Background: an optimization exercise with open tools, aiming at small area, a short achievable clock period and few clock cycles. Do not read the settings as production practice. Only simulation tests tie the RTL to the original design; equivalence was not proved.

==> design/flow/config.mk <==
export PLATFORM = sky130hd
export DESIGN_NAME = SW
export DESIGN_NICKNAME = SW
export VERILOG_FILES = /design/flow/design.v
export SDC_FILE = /design/flow/constraint.sdc
export NUM_CORES = 4
export LEC_CHECK = 0
export CAP_MARGIN = 20
export CORE_MARGIN = 2
export CORE_UTILIZATION = 40
export SLEW_MARGIN = 20
==> design/flow/constraint.sdc <==
create_clock -name core_clock -period 33.0 [get_ports {clk}]
set_input_delay 6.6000 -clock core_clock [delete_from_list [all_inputs] [get_ports {clk}]]
set_output_delay 6.6000 -clock core_clock [all_outputs]
set_load 0.01 [all_outputs]
==> design/flow/design.v <==
module SW #(parameter WIDTH_SCORE = 8, parameter WIDTH_POS_REF = 7, parameter WIDTH_POS_QUERY = 6)
       (
           input           clk,
           input           reset,
           input           valid,
           input [1:0]     data_ref,
           input [1:0]     data_query,
           output          finish,
           output [WIDTH_SCORE - 1:0]   max,
           output [WIDTH_POS_REF - 1:0]   pos_ref,
           output [WIDTH_POS_QUERY - 1:0]   pos_query
       );
parameter IDLE = 3'd0;
parameter CAL1 = 3'd1;                   
parameter CAL2 = 3'd2;
parameter CAL3 = 3'd3;
parameter OUT = 3'd4;
parameter signed [7:0] gopen = 8'shFE;  
parameter signed [7:0] gextend = 8'shFF; 
parameter signed [7:0] match = 8'sh02;
parameter signed [7:0] mismatch = 8'shFF;
parameter signed [7:0] zero = 8'sh00;
parameter num_q = 7'd47;
parameter num_h0 = 7'd48;
parameter num_r = 7'd63;
parameter num_s = 7'd15;    
parameter num_2s = 7'd31;
integer i;
reg [2:0] state, state_n;
reg [6:0] count, count_n;
reg [1:0] row, row_n;
reg [WIDTH_SCORE-1:0] maxi, maxi_n;
reg [WIDTH_POS_REF-1:0] refi, refi_n;
reg [WIDTH_POS_QUERY-1:0] queryi, queryi_n;
reg [1:0] ref_mem [0:num_r];
reg [1:0] ref_n [0:num_r];
reg [1:0] query [0:num_q];
reg [1:0] query_n [0:num_q];
reg signed [7:0] S [0:num_s];
reg signed [7:0] S_n [0:num_s];
reg [1:0] S_ref [0:num_s];
reg [1:0] S_query [0:num_s];
reg [1:0] S_query_n [0:num_s];
reg signed [WIDTH_SCORE-1:0] I [0:num_s];
reg signed [WIDTH_SCORE-1:0] I_n [0:num_s];
reg signed [WIDTH_SCORE-1:0] I0 [0:num_q];
reg signed [WIDTH_SCORE-1:0] D [0:num_s];
reg signed [WIDTH_SCORE-1:0] D_n [0:num_s];
reg signed [WIDTH_SCORE-1:0] H0 [0:num_h0];
reg signed [WIDTH_SCORE-1:0] H [0:num_2s];
reg signed [WIDTH_SCORE-1:0] H_n [0:num_2s];
reg signed [WIDTH_SCORE-1:0] max_h;
reg [WIDTH_POS_QUERY-1:0] max_i;
assign max = maxi;
assign pos_query = queryi;
assign pos_ref = refi;
assign finish = (state==OUT)? 1'd1 : 1'd0;
always @(*)
begin
    case(state)
        IDLE:
        begin
            state_n = (valid==1)? CAL1 : IDLE;
            count_n = 7'd0;
            row_n = 2'd0;
        end
        CAL1:
        begin
            state_n = (count < num_r-1)? CAL1 : CAL2;     
            count_n = (count < num_r-1)? count+1 : 7'd0;
            row_n = (count < num_r-1)? row : row+1;
        end
        CAL2:
        begin
            state_n = (row < 2'd2 | count < num_r)? CAL2 : CAL3;
            count_n = (count < num_r)? count+1 : 7'd0;
            row_n = (count < num_r)? row : row+1;
        end
        CAL3:
        begin
            state_n = (count < num_s+1)? CAL3 : OUT;   
            count_n = count + 1;
            row_n = row;
        end
        default:
        begin
            state_n = IDLE;
            count_n = 7'd0;
            row_n = 2'd0;
        end
    endcase
end
always @(*)
begin
    case(state)
        IDLE:
        begin
            S_query_n[0] = (valid==1)? data_query :2'd1;
            for(i=1;i<=num_s;i=i+1)
            begin
                S_query_n[i] = S_query[i];
            end
        end
        CAL1:
        begin
            S_query_n[0] = S_query[0];
            for(i=1;i<=num_s;i=i+1)
            begin
                S_query_n[i] = (count==i-1)? data_query : S_query[i];
            end
        end
        CAL2:
        begin
            for(i=0;i<=num_s;i=i+1)
            begin
                S_query_n[i] = (count==i)? query[i+(num_s+1)*row] : S_query[i];
            end
        end
        CAL3:
        begin
            for(i=0;i<=num_s;i=i+1)
            begin
                S_query_n[i] = (count==i)? 2'd1 : S_query[i];
            end
        end
        default:
        begin
            for(i=0;i<=num_s;i=i+1)
            begin
                S_query_n[i] = S_query[i];
            end
        end
    endcase
end
always @(*)
begin
    case(state)
        IDLE:
        begin
            for(i=1;i<=num_s;i=i+1)
            begin
                S_n[i] = S[i];
            end
            if(valid==1)
            begin
                S_n[0] = (data_query==data_ref)? match : mismatch;   
            end
            else
            begin
                S_n[0] = S[0];
            end
        end
        CAL1:
        begin
            S_n[0] = (data_ref==S_query[0])? match : mismatch;
            for(i=1;i<=num_s;i=i+1)
            begin
                S_n[i] = (i-1==count)? ((data_query==S_ref[i-1])? match : mismatch) :
                    (S_ref[i-1]==S_query[i])? match : mismatch;
            end
        end
        CAL2:
        begin
            S_n[0] = (S_query_n[0]==ref_mem[count])? match : mismatch;
            for(i=1;i<=num_s;i=i+1)
            begin
                S_n[i] = (S_query_n[i]==S_ref[i-1])? match : mismatch;
            end
        end
        CAL3:
        begin
            S_n[0] = mismatch;
            for(i=1;i<=num_s;i=i+1)
            begin
                S_n[i] = (S_query_n[i]==S_ref[i-1])? match : mismatch;
            end
        end
        default:
        begin
            for(i=0;i<=num_s;i=i+1)
            begin
                S_n[i] = S[i];
            end
        end
    endcase
end
always @(*)
begin
    for(i=0;i<=num_q;i=i+1)
    begin
        query_n[i] = query[i];
    end
    for(i=0;i<=num_r;i=i+1)
    begin
        ref_n[i] = ref_mem[i];
    end
    if(state==IDLE)
    begin
        ref_n[0] = (valid==1)? data_ref : ref_mem[0];
        query_n[0] = (valid==1)? data_query : query[0];
    end
    else if(state==CAL1)
    begin
        if(count<num_q)
        begin
            query_n[count+1] = data_query;
        end
        ref_n[count+1] = data_ref;
    end
end
always @(*)
begin
    case(state)
        IDLE:
        begin
            for(i=0;i<=num_2s;i=i+1)
            begin
                H_n[i] = H[i];
            end
        end
        CAL1:
        begin
            H_n[0] = (D[0][7] == 0)? {(D[0] > S[0])? D[0] : S[0]} : {(S[0] > zero)? S[0] : zero};    
            for(i=1;i<=num_s;i=i+1)
            begin
                if(I[i]>D[i])
                begin
                    if(H[i+num_s]+S[i]>zero)
                    begin
                        H_n[i] = (I[i]>H[i+num_s]+S[i])? I[i] : H[i+num_s]+S[i];
                    end
                    else
                    begin
                        H_n[i] = (I[i]>zero)? I[i] : zero;
                    end
                end
                else
                begin
                    if(H[i+num_s]+S[i]>zero)
                    begin
                        H_n[i] = (D[i]>H[i+num_s]+S[i])? D[i] : H[i+num_s]+S[i];
                    end
                    else
                    begin
                        H_n[i] = (D[i]>zero)? D[i] : zero;
                    end
                end
            end
            for(i=num_s+1;i<=num_2s;i=i+1)
            begin
                H_n[i] = H[i-num_s-1];
            end
        end
        CAL2, CAL3:
        begin
            if(I[0]>D[0])
            begin
                if(H0[num_h0]+S[0]>zero)
                begin
                    H_n[0] = (I[0]>H0[num_h0]+S[0])? I[0] : H0[num_h0]+S[0];
                end
                else
                begin
                    H_n[0] = (I[0]>zero)? I[0] : zero;
                end
            end
            else
            begin
                if(H0[num_h0]+S[0]>zero)
                begin
                    H_n[0] = (D[0]>H0[num_h0]+S[0])? D[0] : H0[num_h0]+S[0];
                end
                else
                begin
                    H_n[0] = (D[0]>zero)? D[0] : zero;
                end
            end
            for(i=1;i<=num_s;i=i+1)
            begin
                if(I[i]>D[i])
                begin
                    if(H[i+num_s]+S[i]>zero)
                    begin
                        H_n[i] = (I[i]>H[i+num_s]+S[i])? I[i] : H[i+num_s]+S[i];
                    end
                    else
                    begin
                        H_n[i] = (I[i]>zero)? I[i] : zero;
                    end
                end
                else
                begin
                    if(H[i+num_s]+S[i]>zero)
                    begin
                        H_n[i] = (D[i]>H[i+num_s]+S[i])? D[i] : H[i+num_s]+S[i];
                    end
                    else
                    begin
                        H_n[i] = (D[i]>zero)? D[i] : zero;
                    end
                end
            end
            for(i=num_s+1;i<=num_2s;i=i+1)
            begin
                H_n[i] = (i-(num_s+1)==count-1)? 8'd0 : H[i-num_s-1];
            end
        end
        default:
        begin
            for(i=0;i<=num_2s;i=i+1)
            begin
                H_n[i] = H[i];
            end
        end
    endcase
end
always @(*)
begin
    case(state)
        IDLE:
        begin
            for(i=0;i<=num_s;i=i+1)
            begin
                I_n[i] = I[i];
            end
        end
        CAL1:
        begin
            I_n[0] = I[0];
            for(i=1;i<=num_s;i=i+1)
            begin
                I_n[i] = (count>=i-1)? {(H_n[i-1]+gopen > I[i-1]+gextend)? H_n[i-1]+gopen : I[i-1]+gextend} : I[i];
            end
        end
        CAL2, CAL3:
        begin
            I_n[0] = (H0[num_q-1]+gopen > I0[num_q]+gextend)? H0[num_q-1]+gopen : I0[num_q]+gextend;
            for(i=1;i<=num_s;i=i+1)
            begin
                I_n[i] = (H_n[i-1]+gopen > I[i-1]+gextend)? H_n[i-1]+gopen : I[i-1]+gextend;
            end
        end
        default:
        begin
            for(i=0;i<=num_s;i=i+1)
            begin
                I_n[i] = I[i];
            end
        end
    endcase
end
always @(*)
begin
    case(state)
        IDLE:
        begin
            for(i=0;i<=num_s;i=i+1)
            begin
                D_n[i] = D[i];
            end
        end
        CAL1:
        begin
            for(i=0;i<=num_s;i=i+1)
            begin
                D_n[i] = (count>=i-1)? {(H_n[i]+gopen > D[i]+gextend)? H_n[i]+gopen : D[i]+gextend} : D[i];
            end
        end
        CAL2, CAL3:
        begin
            for(i=0;i<=num_s;i=i+1)
            begin
                D_n[i] = (i==count)? gopen :
                    (H_n[i]+gopen > D[i]+gextend)? H_n[i]+gopen : D[i]+gextend;
            end
        end
        default:
        begin
            for(i=0;i<=num_s;i=i+1)
            begin
                D_n[i] = D[i];
            end
        end
    endcase
end
always @(*)
begin
    case(state)
        IDLE:
        begin
            maxi_n = 8'd0;
            queryi_n = 6'd0;
            refi_n = 7'd0;
            max_h = 8'd0;
            max_i = 6'd0;
        end
        CAL1:
        begin
            max_i = num_s;
            max_h = H[num_s];
            for(i=0;i<num_s;i=i+1)
            begin  
                if(H[i] > max_h)
                begin
                    max_h = H[i];
                    max_i = i;
                end
            end
            if(max_h > $signed(maxi))
            begin
                maxi_n = max_h;
                refi_n = count-max_i;
                queryi_n = max_i+1;
            end
            else
            begin
                maxi_n = maxi;
                queryi_n = queryi;
                refi_n = refi;
            end
        end
        CAL2:
        begin
            max_i = num_s;
            max_h = H[num_s];
            for(i=0;i<num_s;i=i+1)
            begin
                if(H[i] > max_h)
                begin
                    max_h = H[i];
                    max_i = i;
                end
            end
            if(max_h > $signed(maxi))
            begin
                maxi_n = max_h;
                refi_n = ((count-max_i+num_r) > num_r+1)? count-max_i-1 : count-max_i+num_r;
                queryi_n = (count > max_i+1)? max_i+1+(1+num_s)*row :  max_i+1+(1+num_s)*(row-1);
            end
            else
            begin
                maxi_n = maxi;
                queryi_n = queryi;
                refi_n = refi;
            end
        end
        CAL3:
        begin                 
            max_i = num_s;
            max_h = H[num_s];
            for(i=0;i<num_s;i=i+1)
            begin
                if(H[i] > max_h)
                begin
                    max_h = H[i];
                    max_i = i;
                end
            end
            if(max_h > $signed(maxi))
            begin
                maxi_n = max_h;
                refi_n = ((count-max_i+num_r) > num_r+1)? count-max_i-1 : count-max_i+num_r;
                queryi_n = (count > max_i+1)? max_i+1+(1+num_s)*row :  max_i+1+(1+num_s)*(row-1);
            end
            else
            begin
                maxi_n = maxi;
                queryi_n = queryi;
                refi_n = refi;
            end
        end
        default:
        begin
            max_h = 8'd0;
            max_i = 6'd0;
            maxi_n = maxi;
            queryi_n = queryi;
            refi_n = refi;
        end
    endcase
end
always@(posedge clk or posedge reset)
begin
    if(reset)
    begin
        state <= IDLE;
        count <= 7'd0;
        row <= 2'd0;
        for(i=0;i<=num_q;i=i+1)
        begin
            query[i] <= 2'd1;       
        end
        for(i=0;i<=num_r;i=i+1)
        begin
            ref_mem[i] <= 2'd0;         
        end
        for(i=0;i<=num_s;i=i+1)
        begin
            S_query[i] <= 2'd1;
        end
        for(i=0;i<=num_s;i=i+1)
        begin
            S_ref[i] <= 2'd0;
        end
        for(i=0;i<=num_s;i=i+1)
        begin
            S[i] <= mismatch;
        end
        for(i=0;i<=num_q;i=i+1)
        begin
            I0[i] <= gopen;
        end
        for(i=0;i<=num_s;i=i+1)
        begin
            I[i] <= gopen;
        end
        for(i=0;i<=num_s;i=i+1)
        begin
            D[i] <= gopen;
        end
        for(i=0;i<=num_2s;i=i+1)
        begin
            H[i] <= zero;
        end
        for(i=0;i<=num_h0;i=i+1)
        begin
            H0[i] <= zero;
        end
        maxi <= 8'd0;
        queryi <= 6'd0;
        refi <= 7'd0;
    end
    else
    begin
        case(state)
            IDLE:
            begin
                S_ref[0] <= (valid==1)? data_ref : 2'd0;  
                for(i=1;i<=num_s;i=i+1)
                begin
                    S_ref[i] <= S_ref[i-1];
                end
                for(i=1;i<=num_h0;i=i+1)
                begin
                    H0[i] <= H0[i-1];
                end
                for(i=0;i<=num_q;i=i+1)
                begin
                    I0[i] <= I0[i];
                end
            end
            CAL1:
            begin
                S_ref[0] <= data_ref;  
                for(i=1;i<=num_s;i=i+1)
                begin
                    S_ref[i] <= S_ref[i-1];
                end
                H0[0] <= (count[6:4] > 3'd0)? H[15] : 8'd0;     
                for(i=1;i<=num_h0;i=i+1)
                begin
                    H0[i] <= H0[i-1];
                end
                I0[0] <= (count>=num_s)? I[num_s] : gopen;
                for(i=1;i<=num_q;i=i+1)
                begin
                    I0[i] <= I0[i-1];
                end
            end
            CAL2:
            begin
                S_ref[0] <= ref_mem[count];  
                for(i=1;i<=num_s;i=i+1)
                begin
                    S_ref[i] <= S_ref[i-1];
                end
                H0[0] <= (count == 7'd16)?  8'd0 : H[15];   
                for(i=1;i<=num_h0;i=i+1)
                begin
                    H0[i] <= H0[i-1];
                end
                I0[0] <= I[num_s];
                for(i=1;i<=num_q;i=i+1)
                begin
                    I0[i] <= I0[i-1];
                end
            end
            CAL3:
            begin
                S_ref[0] <= 2'd0;  
                for(i=1;i<=num_s;i=i+1)
                begin
                    S_ref[i] <= S_ref[i-1];
                end
                H0[0] <= (count == 7'd16)?  8'd0 : H[15];   
                for(i=1;i<=num_h0;i=i+1)
                begin
                    H0[i] <= H0[i-1];
                end
                I0[0] <= I[num_s];
                for(i=1;i<=num_q;i=i+1)
                begin
                    I0[i] <= I0[i-1];
                end
            end
            default:
            begin  
                for(i=1;i<=num_s;i=i+1)
                begin
                    S_ref[i] <= S_ref[i-1];
                end
                for(i=1;i<=num_h0;i=i+1)
                begin
                    H0[i] <= H0[i-1];
                end
                for(i=0;i<=num_q;i=i+1)
                begin
                    I0[i] <= I0[i];
                end
            end
        endcase
        state <= state_n;
        count <= count_n;
        row <= row_n;
        for(i=0;i<=num_q;i=i+1)
        begin
            query[i] <= query_n[i];
        end
        for(i=0;i<=num_r;i=i+1)
        begin
            ref_mem[i] <= ref_n[i];
        end
        for(i=0;i<=num_s;i=i+1)
        begin
            S_query[i] <= S_query_n[i];
        end
        for(i=0;i<=num_s;i=i+1)
        begin
            S[i] <= S_n[i];
        end
        for(i=0;i<=num_s;i=i+1)
        begin
            I[i] <= I_n[i];
        end
        for(i=0;i<=num_s;i=i+1)
        begin
            D[i] <= D_n[i];
        end
        for(i=0;i<=num_2s;i=i+1)
        begin
            H[i] <= H_n[i];
        end
        maxi <= maxi_n;
        queryi <= queryi_n;
        refi <= refi_n;
    end
end
endmodule
==> design/flow/run.sh <==
#!/bin/bash
# synth_recipe.tcl (not shown) runs the flow's synth.tcl, then flattens the netlist and writes it again
# the make line also repeats each setting of config.mk as NAME=value (left out here)
make -C /OpenROAD-flow-scripts/flow DESIGN_CONFIG=/design/flow/config.mk WORK_HOME=/design/flow/orfs CLKGATE_MAP_FILE= SYNTH_SCRIPT=/design/flow/synth_recipe.tcl finish
==> metrics.md <==
| Metric | Value |
|---|---|
| First-pass GRT wire length | approximately 470000 µm |
| Number of endpoints with negative hold slack in the final report | 0 |
| Maximum level of the CTS H-tree | 4 |
| DRC violation total after the first TritonRoute iteration | 7242 |
| Skew-Pair Late Insertion Delay | ~0.86 ns |
| Share of synthesized flip-flops with an asynchronous set or reset | 1.00 |
| Worst endpoint required time | ~34 ns |
| Mean post-synth cell area | roughly 9.1 µm² |
| Maximum buffer depth of the clock tree | 3 |
| Tcrit/Tclk final | 0.950 |
| Cell area after synthesis | 99200 µm² |
| Post-Synth Simple-Gate Area | 0.171 |
| Top cell type's share of synthesized area | 0.246 |
| Routability congestion estimate | about 0.94 |
| # IOs | 29 |
| Final Skew | 0.0709 ns |
| Total of max-cap violations | 0 |
| Total number of placement rows | 182 |
| Vias | about 80k |
| Post-synthesis sequential area ratio | 0.415 |
| Origin of the worst min-delay path | H0[4][7] |
| Multiplexer fraction of the synthesized cell area | 0.0581 |
| Clock tree from TritonCTS | yes |
| Routed wirelength normalized by instance count | 20.9 µm |
| DRC violation count after routing | 0 |
| Post-synth net total | 11.8k |
| Maximum number of pins on one net before global-route repair | 222 |
| Final net count | 11.8k |
| Flop and latch count out of synthesis | 1615 |
| Setup CP Type | flop to flop |
| Adder-cell share of the synthesized area | 0.120 |
| CP Launch Type | flop |
| Cell type with the largest total area after synthesis | sky130_fd_sc_hd__dfrtp_1 |
| Actual slew at the worst max-slew pin | 1.24 ns |
| Outcome | timing/DRC/antenna clean |
| EDFF count, synth | 0 |
| Total routed wirelength | between 200000 and 300000 µm |
| Reg-to-reg slack, setup | 1.66 ns |
| Primary FF master, synth | sky130_fd_sc_hd__dfrtp_1 |
| Largest fanout on the critical path | 29 |
| Clock buffer count from CTS | approximately 190 |
| Final Non-Filler Cells | about 14k |
| Cell total after placement | 13.9k |
| Data arrival time of the worst path | 32.09 ns |
| GRT Total Usage | 0.232 |
| Antenna violations before repair | 6 |
| Startpoint of the worst register-to-register path | H[15][1] |
| Clock slew at the register clock pins of the worst setup and hold paths | 0.06 ns |
| Relative slew slack | 0.165 |
| WHS | 0.335 ns |
| Parity-gate share of the synthesized area counting xor and xnor cells | 0.0417 |
| Largest incremental delay on the critical path | 0.41 ns |
| Initial core utilization | 0.403 |
| Number of distinct standard cells referenced by the synthesized netlist | 107 |
| Min Clock Period, post-route | around 31 ns |
| Count of pins over their slew limit | 0 |
| Post-synthesis instance total | between 10k and 15k |
| Achievable frequency | 31.9 MHz |
| Final-report setup violation count | 0 |
| Type of the tightest min-delay check | flop to flop |
| Fraction of the mapped netlist area in compound gates | 0.157 |
| Area inside the core boundary | 246000 µm² |
| Count of input and output buffers | 28 |
| DR vias/cell | 5.67 |
| Width of the chip | 502 µm |
| Largest family of logic cells by synthesized area | simple AND/OR/NAND/NOR gates |
| Critical register-to-register path endpoint | refi[6] |
| Ranking of synthesized cells by area | sky130_fd_sc_hd__dfrtp_1 (25%), sky130_fd_sc_hd__dfstp_2 (17%), sky130_fd_sc_hd__ha_1 (12%) |
| Cell depth of the worst flop-to-flop path | 167 |
| Fraction of final layout cells sized beyond drive strength 1 | 0.141 |
| Die footprint | 252000 µm² |
| Total congestion overflow after global routing | 0 |
| Core Util, Final | 0.449 |
| Sum of net half-perimeters after detailed placement | 214000 µm |
| Number of global-route vias before repair | 80.3k |
| Count of TritonRoute iterations in the first routing pass | 8 |
| CTS sink count | ~1.6k |
| Standard cell with the maximum stage delay on the critical path | sky130_fd_sc_hd__o32a_1 |
| Number of instances on the worst hold path | 0 |
| Area growth syn-to-layout | 11.5% |
| Capture endpoint of the worst hold path | H0[5][7] |
| Number of warnings reported in the yosys synthesis log | 18 |
| Number of nets still failing antenna checks after routing | 0 |
| Library cell used as clock root buffer | sky130_fd_sc_hd__clkbuf_16 |
| Critical Path End Type | flop |
| Die Span Y | 502 µm |
## state kept, by name, indices dropped and copies added (netlist names), 16 cells and up
| register | cells |
|---|---|
| D | 128 |
| H | 248 |
| H0 | 392 |
| I | 128 |
| I0 | 384 |
| S | 16 |
| S_query | 32 |
| S_ref | 30 |
| query | 96 |
| ref_mem | 128 |
## area by class of cell
cell class	count	area (µm²)
clock inverter	92	1220
antenna	2	5.00
fill	23700	136000
inverter	565	2120
timing repair buffer	182	1540
sequential	1615	41200
tap	3312	4140
multi-input combinational	8275	55000
clock buffer	257	5350
## synth_stat cells (all sizes together) (19+ instances only)
| cell type | n |
|---|---|
| a211oi | 47 |
| a21o | 59 |
| a21oi | 766 |
| a221o | 29 |
| a221oi | 50 |
| a22o | 129 |
| a22oi | 148 |
| a311oi | 24 |
| a31oi | 49 |
| and2 | 38 |
| and3 | 67 |
| buf | 38 |
| clkbuf | 374 |
| dfrtp | 975 |
| dfstp | 640 |
| ha | 946 |
| inv | 562 |
| mux2 | 269 |
| mux2i | 269 |
| nand2 | 1816 |
| nand2b | 151 |
| nand3 | 216 |
| nand4 | 120 |
| nor2 | 871 |
| nor2b | 224 |
| nor3 | 192 |
| nor3b | 23 |
| nor4 | 44 |
| o211a | 31 |
| o211ai | 51 |
| o21a | 130 |
| o21ai | 694 |
| o22ai | 34 |
| o311ai | 19 |
| o31ai | 57 |
| or2 | 23 |
| xnor2 | 284 |
| xor2 | 188 |
## repair_timing
item | CTS | global route
buffers inserted | 2 | 22
hold buffers | 0 | 0
endpoints found under the setup margin | 13 | 21
gates resized for setup | 12 | 108
cloned | 0 | 4
pin swaps | 1 | 20
## metal layers
metal | share of wire | vias up | track usage
met5 | 0.000040 | - | 0
met4 | 0.032 | 2 | 0.0765
met3 | 0.055 | 541 | 0.0297
met2 | 0.45 | 2353 | 0.365
met1 | 0.46 | 40200 | 0.331
li1 | - | 38000 | -
## layout by cell type (no fill, tap or decap), types with 32 or more instances in the layout
| master | Yosys | layout |
|---|---|---|
| sky130_fd_sc_hd__o21a_1 | 129 | 128 |
| sky130_fd_sc_hd__o31ai_1 | 56 | 53 |
| sky130_fd_sc_hd__and2_1 | 37 | 37 |
| sky130_fd_sc_hd__nor2_1 | 871 | 856 |
| sky130_fd_sc_hd__and3_1 | 67 | 67 |
| sky130_fd_sc_hd__nand2_1 | 1816 | 1814 |
| sky130_fd_sc_hd__a22oi_1 | 148 | 148 |
| sky130_fd_sc_hd__xnor2_1 | 284 | 281 |
| sky130_fd_sc_hd__o211ai_1 | 50 | 50 |
| sky130_fd_sc_hd__mux2i_1 | 267 | 249 |
| sky130_fd_sc_hd__a22o_1 | 129 | 129 |
| sky130_fd_sc_hd__o22ai_1 | 34 | 33 |
| sky130_fd_sc_hd__a211oi_1 | 46 | 42 |
| sky130_fd_sc_hd__clkbuf_8 | 0 | 36 |
| sky130_fd_sc_hd__nand3_1 | 215 | 212 |
| sky130_fd_sc_hd__nand2b_1 | 151 | 150 |
| sky130_fd_sc_hd__a21oi_1 | 765 | 756 |
| sky130_fd_sc_hd__clkbuf_16 | 0 | 189 |
| sky130_fd_sc_hd__inv_1 | 561 | 560 |
| sky130_fd_sc_hd__mux2_2 | 266 | 266 |
| sky130_fd_sc_hd__o21ai_0 | 657 | 645 |
| sky130_fd_sc_hd__a21o_1 | 59 | 58 |
| sky130_fd_sc_hd__nor4_1 | 41 | 40 |
| sky130_fd_sc_hd__clkbuf_1 | 374 | 32 |
| sky130_fd_sc_hd__a221oi_1 | 49 | 49 |
| sky130_fd_sc_hd__a31oi_1 | 48 | 44 |
| sky130_fd_sc_hd__clkinv_2 | 0 | 35 |
| sky130_fd_sc_hd__nand4_1 | 120 | 120 |
| sky130_fd_sc_hd__ha_1 | 946 | 942 |
| sky130_fd_sc_hd__dfstp_2 | 640 | 640 |
| sky130_fd_sc_hd__xor2_1 | 188 | 188 |
| sky130_fd_sc_hd__dfrtp_1 | 975 | 970 |
| sky130_fd_sc_hd__buf_4 | 1 | 139 |
| sky130_fd_sc_hd__nor2b_1 | 224 | 223 |
| sky130_fd_sc_hd__o21ai_1 | 35 | 38 |
| sky130_fd_sc_hd__nor3_1 | 190 | 186 |
## kinds of logic after synthesis
| group | Yosys count |
|---|---|
| AOI/OAI and AO/OA | 2472 |
| xor gates and xnor gates | 472 |
| adders and majority gates | 950 |
| buffers and inverters | 977 |
| DFF | 1615 |
| muxes | 539 |
| and+or+nand+nor | 3839 |
## worst max-delay path, delay by kind of cell (launching register included)
kind / cells / cell delay, ns
compound gates: 80 / 15.69
buf+inv: 20 / 2.49
mux: 7 / 2.24
simple gates: 41 / 5.15
fa+ha+maj: 18 / 5.09
flops: 1 / 0.39
xor+xnor: 1 / 0.13
## stage by stage
step                      TNS (ns)  instance area (µm²)  setup WS (ns)
after floorplan                  0                99200           1.78
after detailed placement     -7.63               103000         -0.966
after global placement       -2.07               103000         -0.595
final                            0               111000           1.66
after CTS                        0               110000         0.0219
after global routing        -0.124               111000         -0.124
## worst max path at each step
stage	to	depth (start not counted)	start	slack (ns)
after global routing	refi[6]	169	H[15][1]	-0.12
after detailed placement	refi[6]	171	H[15][6]	-0.97
after floorplan	refi[6]	183	H[15][1]	1.78
after global placement	refi[6]	169	H[15][1]	-0.59
after CTS	maxi[3]	167	H[15][6]	0.02
final	refi[6]	167	H[15][1]	1.66
Testbench counts, summed over its fixed seeds: cycles 40,504.

port drivers added, routing unchanged:
The flow's constraints put no driver on any port. The routed layout listed below was extracted and timed again, unchanged, in two steps.
Step 1 assumes that a clkbuf_16 drives the clock port and a buf_2 every other input.
Step 2 times the ports against the registers' clock, not the clock port: input delays grow and output delays shrink by t, the midpoint of the rising clock arrivals with the driver on.
Three values: ideal ports, drivers, drivers and shift; two values: the first two.
shift t [ns]: 0.918
setup WS [ns]: 1.658 / 1.658 / 1.658
pins driven straight from the clock port: 1
After both steps setup and hold are still met in this run. For this run, drivers alone change the setup slack by 0.000 ns; drivers and shift together by 0.000 ns.
